Background: an optimization exercise with open tools, aiming at a short achievable clock period and few clock cycles. Do not read the settings as production practice.
The RTL was checked by simulation tests, not by an equivalence proof against the original design.
Power is estimated from default activity; no workload was simulated.

==> build 85 <==
==> flow/design.v <==
`timescale 1ns / 1ps
module KSAdd16(
	input [15:0] X,
	input [15:0] Y,
	input CI,
	output [15:0] S
    );
	wire [15:0] p = X ^ Y;
	wire [15:0] g0 = {X[15:1] & Y[15:1], CI ? (X[0] | Y[0]) : (X[0] & Y[0])};
	wire [15:0] p0 = {p[15:1], 1'b0};
	wire [15:0] g1 = g0 | (p0 & {g0[14:0], 1'b0});
	wire [15:0] p1 = p0 & {p0[14:0], 1'b0};
	wire [15:0] g2 = g1 | (p1 & {g1[13:0], 2'b0});
	wire [15:0] p2 = p1 & {p1[13:0], 2'b0};
	wire [15:0] g3 = g2 | (p2 & {g2[11:0], 4'b0});
	wire [15:0] p3 = p2 & {p2[11:0], 4'b0};
	wire [15:0] g4 = g3 | (p3 & {g3[7:0], 8'b0});
	wire [15:0] c = {g4[14:0], CI};
	assign S = p ^ c;
endmodule
`timescale 1ns / 1ps
module CPU_top(
	input CLK,
	input reset,
	output [7:0] OPT_PC,        
	input [15:0] imem_rdata,    
	output [7:0] dmem_addr,     
	output [15:0] dmem_wdata,   
	output dmem_we,             
	input [15:0] dmem_rdata,    
	output halted
    );
	reg [15:0] r0, r1, r2, r3, r4, r5, r6, r7;
	function [15:0] rsel;
		input [2:0] n;
		input [15:0] x0, x1, x2, x3, x4, x5, x6, x7;
		case (n)
			3'd0: rsel = x0;
			3'd1: rsel = x1;
			3'd2: rsel = x2;
			3'd3: rsel = x3;
			3'd4: rsel = x4;
			3'd5: rsel = x5;
			3'd6: rsel = x6;
			default: rsel = x7;
		endcase
	endfunction
	reg Z;
	reg [7:0] PC;
	wire [15:0] I = imem_rdata;
	wire [3:0] op = I[15:12];
	wire [2:0] rd = I[10:8];
	wire [2:0] rs = I[6:4];
	wire [2:0] rt = I[2:0];
	reg ev;
	reg hs;                     
	reg e_jr;                   
	reg e_add, e_sub, e_and, e_or, e_xor, e_not, e_sla, e_pass, e_lw, e_sw;
	reg e_wr, e_wz;             
	reg [2:0] erd;
	reg [3:0] eimm4;
	reg [15:0] A, B, K;         
	reg e_kz;                   
	reg w_en;
	reg [2:0] w_rd;
	reg [15:0] R;
	reg m_lw, m_sw;
	reg [2:0] m_rd;
	reg [7:0] maddr;
	reg [15:0] mwdata;
	reg halted_r;
	wire [15:0] a = A;
	wire [15:0] b = B;
	wire [15:0] sum, dif;
	KSAdd16 add_u(.X(a), .Y(b), .CI(1'b0), .S(sum));
	KSAdd16 sub_u(.X(a), .Y(~b), .CI(1'b1), .S(dif));
	wire [15:0] rest =
		({16{e_and}}  & (a & b)) |
		({16{e_or}}   & (a | b)) |
		({16{e_xor}}  & (a ^ b)) |
		({16{e_not}}  & (~a)) |
		({16{e_sla}}  & (a << eimm4)) |
		({16{e_pass}} & K);
	wire [15:0] e_res = ({16{e_add}} & sum) | ({16{e_sub}} & dif) | rest;
	wire z_add = ~|((a ^ b) ^ {a[14:0] | b[14:0], 1'b0});
	wire z_eq  = (a == b);
	wire z_and = ~|(a & b);
	wire z_or  = ~|(a | b);
	wire z_not = &a;
	wire z_sla = ~|(a & (16'hFFFF >> eimm4));
	wire e_z = (e_add & z_add) | ((e_sub | e_xor) & z_eq) | (e_and & z_and) |
	           (e_or & z_or) | (e_not & z_not) | (e_sla & z_sla) | (e_pass & e_kz);
	wire e_wr_v = ev & e_wr;
	wire e_wz_v = ev & e_wz;
	wire f_halt = (op == 4'b1111) && (I[11:8] == 4'b1111);
	wire jr = (op == 4'b1111) && !f_halt;
	wire uses_rs = (op <= 4'd6) || (op == 4'b1001) || (op == 4'b1010) || jr;
	wire uses_rt = (op <= 4'd4);
	wire eA = e_wr_v && erd == rs;
	wire eB = e_wr_v && erd == rt;
	wire [7:0] msel = m_lw ? (8'd1 << m_rd) : 8'd0;
	wire [7:0] wsel = w_en ? (8'd1 << w_rd) : 8'd0;
	wire [15:0] n0 = msel[0] ? dmem_rdata : wsel[0] ? R : r0;
	wire [15:0] n1 = msel[1] ? dmem_rdata : wsel[1] ? R : r1;
	wire [15:0] n2 = msel[2] ? dmem_rdata : wsel[2] ? R : r2;
	wire [15:0] n3 = msel[3] ? dmem_rdata : wsel[3] ? R : r3;
	wire [15:0] n4 = msel[4] ? dmem_rdata : wsel[4] ? R : r4;
	wire [15:0] n5 = msel[5] ? dmem_rdata : wsel[5] ? R : r5;
	wire [15:0] n6 = msel[6] ? dmem_rdata : wsel[6] ? R : r6;
	wire [15:0] n7 = msel[7] ? dmem_rdata : wsel[7] ? R : r7;
	wire [15:0] va = eA ? e_res : rsel(rs, n0, n1, n2, n3, n4, n5, n6, n7);
	wire [15:0] vb = eB ? e_res : rsel(rt, n0, n1, n2, n3, n4, n5, n6, n7);
	wire [7:0] lsel = (ev && e_lw) ? (8'd1 << erd) : 8'd0;
	wire ld_stall = (uses_rs && lsel[rs]) || (uses_rt && lsel[rt]);
	wire e_jr_v = ev && e_jr;    
	wire stall = ld_stall;
	wire Znew = e_wz_v ? e_z : Z;
	wire taken = (op == 4'b1110) || (op == 4'b1101) || (op == 4'b1011 && Znew) || (op == 4'b1100 && !Znew);
	wire [7:0] PC1 = PC + 8'd1;
	wire [7:0] npc = taken ? I[7:0] : PC1;
	assign OPT_PC = PC;
	assign dmem_addr = maddr;
	assign dmem_wdata = mwdata;
	assign dmem_we = m_sw;
	assign halted = halted_r;
	always @(posedge CLK) begin
		r0 <= n0;
		r1 <= n1;
		r2 <= n2;
		r3 <= n3;
		r4 <= n4;
		r5 <= n5;
		r6 <= n6;
		r7 <= n7;
		if (e_wz_v)
			Z <= e_z;
	end
	always @(posedge CLK) begin
		if (reset) begin
			PC <= 8'd0;
			ev <= 1'b0;
			hs <= 1'b0;
			m_lw <= 1'b0;
			m_sw <= 1'b0;
			w_en <= 1'b0;
			halted_r <= 1'b0;
		end else begin
			m_lw <= ev && e_lw;
			m_sw <= ev && e_sw;
			w_en <= e_wr_v;
			hs <= hs || (f_halt && !e_jr_v);
			halted_r <= (hs || (f_halt && !e_jr_v)) && !(ev && e_sw);
			ev <= !stall && !f_halt && !hs && !e_jr_v;
			if (e_jr_v)
				PC <= A[7:0];
			else if (!stall)
				PC <= npc;
		end
	end
	always @(posedge CLK) begin
		R      <= e_res;
		w_rd   <= erd;
		m_rd   <= erd;
		maddr  <= a[7:0] + {4'b0, eimm4};
		mwdata <= rsel(erd, n0, n1, n2, n3, n4, n5, n6, n7);
		e_add  <= (op == 4'b0000);
		e_sub  <= (op == 4'b0001);
		e_and  <= (op == 4'b0010);
		e_or   <= (op == 4'b0011);
		e_xor  <= (op == 4'b0100);
		e_not  <= (op == 4'b0101);
		e_sla  <= (op == 4'b0110);
		e_pass <= (op == 4'b1000) || (op == 4'b1101);
		e_lw   <= (op == 4'b1001);
		e_sw   <= (op == 4'b1010);
		e_jr   <= jr;
		e_wr   <= (op <= 4'd6) || (op == 4'b1000) || (op == 4'b1101);
		e_wz   <= (op <= 4'd6) || (op == 4'b1000);
		e_kz   <= (I[7:0] == 8'd0);
		erd    <= rd;
		eimm4  <= I[3:0];
		A      <= va;
		B      <= vb;
		K      <= (op == 4'b1000) ? {8'b0, I[7:0]} : {8'b0, PC1};
	end
endmodule
==> flow/run.sh <==
#!/bin/bash
# synth_recipe.tcl (not shown) runs the flow's synth.tcl, then flattens the netlist and writes it again
# the make line also repeats each setting of config.mk as NAME=value (left out here)
make -C /OpenROAD-flow-scripts/flow DESIGN_CONFIG=/design/flow/config.mk WORK_HOME=/design/flow/orfs CLKGATE_MAP_FILE= SYNTH_SCRIPT=/design/flow/synth_recipe.tcl finish
==> flow/config.mk <==
export PLATFORM = sky130hd
export DESIGN_NAME = CPU_top
export DESIGN_NICKNAME = CPU_top
export VERILOG_FILES = /design/flow/design.v
export SDC_FILE = /design/flow/constraint.sdc
export NUM_CORES = 4
export LEC_CHECK = 0
export CAP_MARGIN = 20
export CORE_MARGIN = 2
export CORE_UTILIZATION = 40
export SETUP_SLACK_MARGIN = 5.0
export SLEW_MARGIN = 20
==> flow/constraint.sdc <==
create_clock -name core_clock -period 8.0 [get_ports {CLK}]
set_input_delay 1.6000 -clock core_clock [delete_from_list [all_inputs] [get_ports {CLK}]]
set_output_delay 1.6000 -clock core_clock [all_outputs]
set_load 0.01 [all_outputs]
==> inputs of build 49, as changes to build 85 <==
--- a/flow/design.v
+++ b/flow/design.v
@@ -60,5 +60,6 @@
 	reg [2:0] erd;
 	reg [3:0] eimm4;
-	reg [15:0] A, B, K;         
+	reg [15:0] A, B, D, K;      
+	reg e_dfwd;                 
 	reg e_kz;                   
 	reg w_en;
@@ -99,4 +100,5 @@
 	wire eA = e_wr_v && erd == rs;
 	wire eB = e_wr_v && erd == rt;
+	wire eD = e_wr_v && erd == rd;
 	wire [7:0] msel = m_lw ? (8'd1 << m_rd) : 8'd0;
 	wire [7:0] wsel = w_en ? (8'd1 << w_rd) : 8'd0;
@@ -111,4 +113,5 @@
 	wire [15:0] va = eA ? e_res : rsel(rs, n0, n1, n2, n3, n4, n5, n6, n7);
 	wire [15:0] vb = eB ? e_res : rsel(rt, n0, n1, n2, n3, n4, n5, n6, n7);
+	wire [15:0] vd = eD ? e_res : rsel(rd, n0, n1, n2, n3, n4, n5, n6, n7);
 	wire [7:0] lsel = (ev && e_lw) ? (8'd1 << erd) : 8'd0;
 	wire ld_stall = (uses_rs && lsel[rs]) || (uses_rt && lsel[rt]);
@@ -163,5 +166,5 @@
 		m_rd   <= erd;
 		maddr  <= a[7:0] + {4'b0, eimm4};
-		mwdata <= rsel(erd, n0, n1, n2, n3, n4, n5, n6, n7);
+		mwdata <= e_dfwd ? dmem_rdata : D;
 		e_add  <= (op == 4'b0000);
 		e_sub  <= (op == 4'b0001);
@@ -182,5 +185,7 @@
 		A      <= va;
 		B      <= vb;
+		D      <= vd;
 		K      <= (op == 4'b1000) ? {8'b0, I[7:0]} : {8'b0, PC1};
+		e_dfwd <= ev && e_lw && (erd == rd);
 	end
 endmodule
==> qor summary <==
	build 49	build 85
Number of DRC violations after detailed-routing iteration 0	1,713	1,730
Largest driver fanout on the critical path	4	7
Routed vias/inst	6.27	6.25
Clock period minus worst slack	3050 ps	3210 ps
Result of the run	complete, no violations	complete, no violations
Last element of the critical path	D[14]	PC[6]
Number of nets produced by synthesis	2,062	1,947
Internal	3.70 mW	3.70 mW
Setup slack of the worst register-to-register path	4950 ps	4790 ps
Avg Cell Area, Syn	8.54 um^2	8.35 um^2
Layout cells sized above 1	18.7%	19.5%
Setup slack of the critical path after layout	4950 ps	4790 ps
Area used by sequential logic in the layout	5370 um^2	5030 um^2
Clock sink count	264	247
Transition time of the tightest slew-check pin	1080 ps	1120 ps
Buffers plus inverters on the worst setup path	0	1
Adder-cell share of the synthesized area	4.30%	4.66%
Total routed wirelength	66.1 mm	61.3 mm
Routing usage on met2	45.0%	45.8%
Count of unique library cells instantiated by Yosys	82	81
Layout non-clock buf frac	7.83%	8.85%
Register fraction of the total cell area	26.7%	26.5%
Count of inverters other than clock inverters in the layout	101	95
Fmax	0.327 GHz	0.311 GHz
Met3 routed WL	6.15 mm	5.63 mm
Period utilization	38.2%	40.2%
Proportion of power drawn by combinational gates	44.1%	47.2%
Testbench counts of build 85, summed over its fixed seeds: cycles 47,270.
Testbench counts of build 49, summed over its fixed seeds: cycles 47,270.

static timing again, ports no longer ideal:
The flow's constraints put no driver on any port. The routed layouts listed below were extracted and timed again, unchanged, in two steps.
Step 1 sets driving cells, clkbuf_16 on the clock port and buf_2 on the other inputs (assumed; they add their load-dependent delay and slew).
Step 2 adds t to the input delays and takes it off the output delays; t is the mean of the earliest and latest rising clock arrival at the registers after step 1. Input paths then give back, and output paths get back, about the clock's delay inside the block.
Three values: ideal ports, drivers, drivers and shift; two values: the first two.
| run | t, ns | setup slack, ns | pins driven straight from the clock port |
|---|---|---|---|
| build 85 | 0.622 | 4.785 / 4.785 / 4.272 | 1 |
| build 49 | 0.626 | 4.945 / 4.945 / 4.391 | 1 |
After both steps every run listed still meets setup and hold. The setup slack of build 49, which loses most, moves by 0.000 ns with the drivers and by -0.554 ns with both steps.
